From an optimization exercise on the open Yosys and OpenROAD flow, aimed at small area; shortcuts taken in it are not production practice. In this exercise RTL edits were held to simulation tests only and were not proved equivalent to the original. The clock port is modelled as an ideal driver, which makes a skipped or thinned clock tree look cheaper than it is; a real chip needs a root buffer or a tree. Power and IR drop assume default switching activity.

==> inputs of 02-19 <==
==> flow/design.v (excerpt) <==
module level (
  input wire          clk,
  input wire          reset_i,
  output wire         sda_oe,
  output wire         sda_o,
  input  wire         sda_i,
  output wire         scl_oe,
  output wire         scl_o,
  input  wire         scl_i,
  output wire         error_led_o,
  output wire [8:0]   led_o
);
export LEC_CHECK = 0
export ABC_AREA = 1
export CAP_MARGIN = 20
export CORE_MARGIN = 2
export CORE_UTILIZATION = 40
export SLEW_MARGIN = 20
create_clock -name core_clock -period 20.0 [get_ports {clk}]
standard.sh (not shown) runs the stock make flow with config.mk's settings and CLKGATE_MAP_FILE= SYNTH_SCRIPT=/design/flow/synth_recipe.tcl, a recipe that flattens the netlist after the stock synthesis.
==> flow/flow/run.sh <==
#!/bin/bash
# Own layout flow: the standard ORFS flow (standard.sh), with
#  - synthesis mapping with an area-oriented ABC script (flow/abc_area.script:
#    fraig, then six rounds of dch and the &nf area-recovering mapper) in
#    place of ORFS's abc_area.script; the rest of the synthesis (registers
#    included) is the standard one,
#  - clock tree synthesis without dummy loads, with clkbuf_4 clusters, after
#    which flow/post_cts.tcl (ORFS's POST_CTS_TCL hook) replaces the tree by
#    four clkbuf_16 buffers driven by the clock port, one per quadrant,
#  - the port buffers made with buf_1.
# Each step's full output goes to a log file in this folder.
set -euo pipefail
W=$(pwd)
rm -rf "$W/scripts_abc"
cp -r "$FLOW_HOME/scripts" "$W/scripts_abc"
cp "$W/flow/abc_area.script" "$W/scripts_abc/abc_area.script"

bash standard.sh "SCRIPTS_DIR=$W/scripts_abc" synth > "$W/synth.log" 2>&1

CTS="-sink_clustering_enable -repair_clock_nets -dont_use_dummy_load"
CTS="$CTS -sink_clustering_size 25 -sink_clustering_max_diameter 60"
CTS="$CTS -buf_list sky130_fd_sc_hd__clkbuf_4"
bash standard.sh "CTS_ARGS=$CTS" "POST_CTS_TCL=$W/flow/post_cts.tcl" \
  "BUFFER_PORTS_ARGS=-buffer_cell sky130_fd_sc_hd__buf_1" finish > "$W/layout.log" 2>&1
==> flow/flow/abc_area.script <==
strash
&get -n
&fraig -x
&put
dc2
strash
&get -n
&dch -f
&nf -R 1000
&put
strash
dc2
&get -n
&dch -f
&nf -R 1000
&put
strash
dc2
&get -n
&dch -f
&nf -R 1000
&put
strash
dc2
&get -n
&dch -f
&nf -R 1000
&put
strash
dc2
&get -n
&dch -f
&nf -R 1000
&put
strash
dc2
&get -n
&dch -f
&nf -R 1000
&put
==> flow/flow/post_cts.tcl <==
# Rebuild the clock tree: the clock port drives four clkbuf_16 buffers, each
# driving the flip-flops of one quadrant of the core (split at the median x,
# then at the median y of each half). Runs after ORFS's clock tree synthesis,
# whose buffers it replaces, and legalises the placement again.
set db [ord::get_db]
set block [ord::get_db_block]
set clk_net [$block findNet clk]
set bufm [$db findMaster sky130_fd_sc_hd__clkbuf_16]

# flip-flop clock pins
set sinks {}
foreach inst [$block getInsts] {
  set mname [[$inst getMaster] getName]
  if { [string match "sky130_fd_sc_hd__df*" $mname] } {
    set it [$inst findITerm CLK]
    if { $it ne "NULL" && $it ne "" } {
      set loc [$inst getLocation]
      lappend sinks [list $it [lindex $loc 0] [lindex $loc 1]]
    }
  }
}
puts "post_cts: [llength $sinks] flip-flop clock pins"

# remove the existing clock buffers and their nets
foreach inst [$block getInsts] {
  set mname [[$inst getMaster] getName]
  if { [string match "sky130_fd_sc_hd__clkbuf_*" $mname] } {
    set onet ""
    foreach it [$inst getITerms] {
      if { [$it isOutputSignal] } { set onet [$it getNet] }
    }
    odb::dbInst_destroy $inst
    if { $onet ne "" && $onet ne "NULL" && [$onet getName] ne "clk" } {
      foreach it [$onet getITerms] { $it disconnect }
      odb::dbNet_destroy $onet
    }
  }
}
foreach s $sinks { [lindex $s 0] disconnect }

proc median { l } {
  set l [lsort -integer $l]
  return [lindex $l [expr { [llength $l] / 2 }]]
}
set mx [median [lmap s $sinks { lindex $s 1 }]]
set halves [list {} {}]
foreach s $sinks {
  set h [expr { [lindex $s 1] < $mx ? 0 : 1 }]
  lset halves $h [concat [lindex $halves $h] [list $s]]
}
set groups {}
foreach h $halves {
  set my [median [lmap s $h { lindex $s 2 }]]
  set lo {}; set hi {}
  foreach s $h { if { [lindex $s 2] < $my } { lappend lo $s } else { lappend hi $s } }
  lappend groups $lo $hi
}
set i 0
foreach g $groups {
  set sx 0; set sy 0
  foreach s $g { incr sx [lindex $s 1]; incr sy [lindex $s 2] }
  set n [llength $g]
  set inst [odb::dbInst_create $block $bufm "clkbuf_q$i"]
  set net [odb::dbNet_create $block "clknet_q$i"]
  $net setSigType CLOCK
  [$inst findITerm A] connect $clk_net
  [$inst findITerm X] connect $net
  foreach s $g { [lindex $s 0] connect $net }
  $inst setLocation [expr { $sx / $n }] [expr { $sy / $n }]
  $inst setPlacementStatus PLACED
  puts "post_cts: clkbuf_q$i drives $n flip-flops"
  incr i
}
detailed_placement
check_placement -verbose
estimate_parasitics -placement
report_clock_skew
==> 11-17 (differences from 02-19) <==
--- a/flow/design.v
+++ b/flow/design.v
@@ -8,30 +8,30 @@
   input wire          i2c_data_out_valid_i,
   input wire  [4:0]   i2c_data_out_i,
   output wire         i2c_req_o,
   output wire         i2c_wr_phase_o,
   output wire         error_led_o,
   output reg  [8:0]   led_o
 );
 localparam [3:0]
-  ENSURE_BUSY_1     = 4'd12,
-  ASSIGN_WRITE_2    = 4'd6,
-  ASSERT_WRITE_3    = 4'd9,
-  WAIT_FOR_BUSY_4   = 4'd11,
-  WAIT_FOR_DONE_5   = 4'd15,
-  VERIFY_6          = 4'd1,
-  ENSURE_BUSY_7     = 4'd10,
-  ASSIGN_WRITE_8    = 4'd4,
-  ASSERT_READ_9     = 4'd7,
-  WAIT_FOR_BUSY_10  = 4'd3,
-  WAIT_FOR_VALID_11 = 4'd5,
-  VERIFY_12         = 4'd2,
-  LED_OPERATION_13  = 4'd8,
-  ERROR             = 4'd0;
+  ENSURE_BUSY_1     = 4'd1,
+  ASSIGN_WRITE_2    = 4'd11,
+  ASSERT_WRITE_3    = 4'd5,
+  WAIT_FOR_BUSY_4   = 4'd7,
+  WAIT_FOR_DONE_5   = 4'd0,
+  VERIFY_6          = 4'd2,
+  ENSURE_BUSY_7     = 4'd3,
+  ASSIGN_WRITE_8    = 4'd13,
+  ASSERT_READ_9     = 4'd4,
+  WAIT_FOR_BUSY_10  = 4'd6,
+  WAIT_FOR_VALID_11 = 4'd8,
+  VERIFY_12         = 4'd14,
+  LED_OPERATION_13  = 4'd15,
+  ERROR             = 4'd12;
 reg [3:0] state;
 assign i2c_req_o      = state == ASSERT_WRITE_3 || state == ASSERT_READ_9;
 assign i2c_wr_phase_o = state == WAIT_FOR_BUSY_4 || state == WAIT_FOR_DONE_5;
 assign error_led_o = state == ERROR;
 reg  signed [4:0] led_c;
 integer m;
 always @(*)
   for (m = 0; m < 9; m = m + 1)
@@ -89,22 +89,22 @@
     WRITE_CMDBYTE0_ST = 4'h2,
     WRITE_DAT0_ST     = 4'h3,
     START_GEN1_ST     = 4'h4,
     WRITE_CMDBYTE1_ST = 4'h5,
     RESTART_ST        = 4'h6,
     WRITE_DAT2_ST     = 4'h7,
     STOP_GEN_ST       = 4'h8,
     DONE_ST           = 4'h9;
-  localparam [2:0] MB_00 = 3'd0, MB_D0 = 3'd1, MB_C0 = 3'd2, MB_F0 = 3'd5,
-                   MB_E4 = 3'd6, MB_E8 = 3'd7;
+  localparam [2:0] MB_00 = 3'b000, MB_D0 = 3'b001, MB_C0 = 3'b010, MB_F0 = 3'b101,
+                   MB_E4 = 3'b110, MB_E8 = 3'b111;
   reg [2:0] mbcr_c;
-  wire men = mbcr_c != MB_00;
-  wire mb5 = mbcr_c == MB_F0 || mbcr_c == MB_E4 || mbcr_c == MB_E8;
-  wire mb4 = mbcr_c == MB_D0 || mbcr_c == MB_F0;
+  wire men = |mbcr_c;
+  wire mb5 = mbcr_c[2];
+  wire mb4 = mbcr_c[0] & ~mbcr_c[1];
   wire mb3 = mbcr_c == MB_E8;
   wire mb2 = mbcr_c == MB_E4;
   reg  [3:0] current_st;
   reg  [3:0] next_st;
   reg  [7:0] MIDR;
   reg  [1:0] mbcr_write0;
   reg        xfer_complete1, xfer_complete2;
   reg  [1:0] uc_wr_st, uc_rd_data0;
@@ -186,17 +186,17 @@
   wire st_cmd0  = current_st == WRITE_CMDBYTE0_ST;
   wire st_cmd1  = current_st == WRITE_CMDBYTE1_ST;
   wire st_dat0  = current_st == WRITE_DAT0_ST;
   wire st_rest  = current_st == RESTART_ST;
   wire st_dat2  = current_st == WRITE_DAT2_ST;
   wire st_stop  = current_st == STOP_GEN_ST;
   assign mst_write_done = st_dat0 && mcf;
   assign mst_data_out_valid = i2c_read && st_stop && fall;
-  localparam [2:0] MI_00 = 3'd0, MI_D0 = 3'd2, MI_D1 = 3'd1, MI_6B = 3'd7, MI_3D = 3'd3;
+  localparam [2:0] MI_00 = 3'd1, MI_D0 = 3'd0, MI_D1 = 3'd5, MI_6B = 3'd3, MI_3D = 3'd7;
   reg [2:0] midr_c;
   always @(posedge clk)
     if (rst) midr_c <= MI_00;
     else if (wr_rd_p) midr_c <= MI_D0;
     else if (st_rest) midr_c <= MI_D1;
     else if (st_cmd0) midr_c <= MI_6B;
     else if (st_cmd1) midr_c <= MI_3D;
     else if (st_dat0) midr_c <= MI_00;
@@ -227,26 +227,23 @@
   always @(posedge clk)
     if (rst) begin
       xfer_complete1 <= 1'b0;
       xfer_complete2 <= 1'b0;
     end else begin
       xfer_complete1 <= mcf;
       xfer_complete2 <= xfer_complete1;
     end
-  localparam [1:0] UW_IDLE = 2'd1, UW_H1 = 2'd0, UW_H2 = 2'd2, UW_FELL = 2'd3;
   always @(posedge clk)
-    if (rst) uc_wr_st <= UW_IDLE;
-    else if ((st_cmd1 || st_sg0 || st_sg1) && !wr_rd_p && mcf) uc_wr_st <= UW_H1;
-    else if (st_dat0 && load_xfer) uc_wr_st <= UW_H1;
-    else if (uc_wr_st == UW_H1) uc_wr_st <= UW_H2;
-    else if (uc_wr_st == UW_H2) uc_wr_st <= UW_FELL;
-    else uc_wr_st <= UW_IDLE;
-  assign uc_wr_data = uc_wr_st == UW_H1 || uc_wr_st == UW_H2;
-  assign uc_wr_fall = uc_wr_st == UW_FELL;
+    if (rst) uc_wr_st <= 2'd0;
+    else if ((st_cmd1 || st_sg0 || st_sg1) && !wr_rd_p && mcf) uc_wr_st <= 2'd1;
+    else if (st_dat0 && load_xfer) uc_wr_st <= 2'd1;
+    else if (uc_wr_st != 2'd0) uc_wr_st <= uc_wr_st + 2'd1;
+  assign uc_wr_data = uc_wr_st == 2'd1 || uc_wr_st == 2'd2;
+  assign uc_wr_fall = uc_wr_st == 2'd3;
   always @(posedge clk)
     if (rst) uc_rd_data0 <= 2'b00;
     else if (st_dat2 && load_xfer) uc_rd_data0 <= 2'b11;
     else uc_rd_data0 <= {uc_rd_data0[0], 1'b0};
   always @(posedge clk)
     if (rst) data_out0 <= 5'd0;
     else if (st_dat2 && mcf) data_out0 <= MODR;
   assign mst_data_out = data_out0;
@@ -274,19 +271,19 @@
 );
   localparam integer T_HIGH = 30, T_LOW = 65, T_HD_START = 30, T_SU_START = 30,
                      T_HD_DATA = 15, T_SU_STOP = 30, T_BUF = 65;
   localparam [2:0] ST_SCL_IDLE = 3'd6, ST_SCL_START = 3'd4, ST_SCL_LOW_EDGE = 3'd7,
              ST_SCL_WAIT_uC = 3'd3, ST_SCL_LOW = 3'd0, ST_SCL_HIGH_EDGE = 3'd2,
              ST_SCL_HIGH = 3'd5, ST_SCL_STOP_WAIT = 3'd1;
   localparam [1:0] ST_SLV_SCL_IDLE = 2'd0, ST_SLV_SCL_HOLD_SDA = 2'd1,
              ST_SLV_SCL_WAIT_uC = 2'd2, ST_SLV_SCL_STOP_WAIT = 2'd3;
-  localparam [3:0] ST_I2C_IDLE = 4'd14, ST_I2C_HEADER = 4'd0, ST_I2C_ACK_HEADER = 4'd6,
-             ST_I2C_RCV_DATA = 4'd8, ST_I2C_ACK_DATA = 4'd12, ST_I2C_XMIT_DATA = 4'd10,
-             ST_I2C_WAIT_ACK = 4'd2, ST_I2C_STOP = 4'd3, ST_I2C_NONE = 4'd5;
+  localparam [3:0] ST_I2C_IDLE = 4'd13, ST_I2C_HEADER = 4'd14, ST_I2C_ACK_HEADER = 4'd8,
+             ST_I2C_RCV_DATA = 4'd2, ST_I2C_ACK_DATA = 4'd15, ST_I2C_XMIT_DATA = 4'd12,
+             ST_I2C_WAIT_ACK = 4'd3, ST_I2C_STOP = 4'd9, ST_I2C_NONE = 4'd0;
   localparam BYTE_CNT = 4'd7;
   localparam XFER_DONE = 4'd8;
   wire rst = ~men;
   reg  msta, mstaS0, mstaS1;
   reg  master;
   reg  genStart, genStart1, genStop;
   reg  detect_start_pulse;
   reg  mbcr_wr1, mbcr_wr2;
==> flow/flow/run.sh (replaced) <==
#!/bin/bash
# Own layout flow: the standard ORFS flow (standard.sh), with
#  - synthesis mapping with an area-oriented ABC script (flow/abc_area.script:
#    fraig, then three rounds of dch and the &nf area-recovering mapper) in
#    place of ORFS's abc_area.script; the rest of the synthesis (registers
#    included) is the standard one,
#  - clock tree synthesis without dummy loads, with clkbuf_4 clusters,
#  - the port buffers made with buf_1.
# Each step's full output goes to a log file in this folder.
set -euo pipefail
W=$(pwd)
rm -rf "$W/scripts_abc"
cp -r "$FLOW_HOME/scripts" "$W/scripts_abc"
cp "$W/flow/abc_area.script" "$W/scripts_abc/abc_area.script"

bash standard.sh "SCRIPTS_DIR=$W/scripts_abc" synth > "$W/synth.log" 2>&1

CTS="-sink_clustering_enable -repair_clock_nets -dont_use_dummy_load"
CTS="$CTS -sink_clustering_size 25 -sink_clustering_max_diameter 60"
CTS="$CTS -buf_list sky130_fd_sc_hd__clkbuf_4"
bash standard.sh "CTS_ARGS=$CTS" "BUFFER_PORTS_ARGS=-buffer_cell sky130_fd_sc_hd__buf_1" finish > "$W/layout.log" 2>&1
==> flow/flow/abc_area.script (replaced) <==
strash
&get -n
&fraig -x
&st
&dch -f
&nf -R 1000
&put
strash
&get -n
&dch -f
&nf -R 1000
&put
strash
&get -n
&dch -f
&nf -R 1000
&put
removed: flow/flow/post_cts.tcl
==> qor summary <==
Comb pwr share: 11-17 11.4%; 02-19 10.7%
Average cell area after synthesis: 11-17 7.993 µm²; 02-19 8.034 µm²
Fraction of power consumed by the clock network: 11-17 27.2%; 02-19 24.4%
Met3 Resource Use GR: 11-17 5.651%; 02-19 3.090%
Wire per inst: 11-17 14.55 µm; 02-19 14.69 µm
Unique masters post-synth: 11-17 46; 02-19 47
Status: 11-17 complete, no violations; 02-19 complete, no violations
Die H: 11-17 119.2 µm; 02-19 117.1 µm
Post-synthesis instance area: 11-17 5308 µm²; 02-19 5117 µm²
Count of vias placed by the detailed router: 11-17 4922; 02-19 4621
Post-synthesis adder-cell area fraction: 11-17 2.122%; 02-19 1.711%
1st-pass router iterations: 11-17 5; 02-19 4
Maximum number of pins on one net before global-route repair: 11-17 27; 02-19 32
Tightest Pin Transition: 11-17 0.9290 ns; 02-19 0.8267 ns
Die outline width: 11-17 119.2 µm; 02-19 117.1 µm
Violation count after the first detailed-routing iteration: 11-17 512; 02-19 319
Switching Fraction: 11-17 27.56%; 02-19 25.07%
Instance count of the mapped netlist: 11-17 664; 02-19 637
Placed cell area: 11-17 5627 µm²; 02-19 5439 µm²
Top fanout value on the critical path: 11-17 8; 02-19 7
Total of fill cells in the finished design: 11-17 1308; 02-19 1304
In 02-19 the design's own scripts or RTL, not TritonCTS, make the clock network.

-- port drivers added, routing unchanged --
Ports are ideal in the flow. The routed layouts listed here were re-timed in OpenROAD. Step 1 sets driving cells, clkbuf_16 on the clock port and buf_2 on the other inputs (assumed; they add their load-dependent delay and slew). Step 2 also shifts input and output timing later by t, the mid clock arrival at the registers, as if the neighbouring blocks saw the same clock. a / b / c = no drivers / after step 1 / after step 2; a / b = the first two.
| run | shift t [ns] | setup slack, ns | latest minus earliest clock arrival (ns) |
|---|---|---|---|
| 02-19 | 0.248 | 14.621 / 14.544 / 14.793 | 0.013 / 0.013 |
| 11-17 | 0.536 | 14.308 / 14.274 / 14.140 | 0.035 / 0.036 |
After both steps setup and hold are still met in every run listed. For 11-17, which loses most, drivers alone change the setup slack by -0.034 ns; drivers and shift together by -0.168 ns.
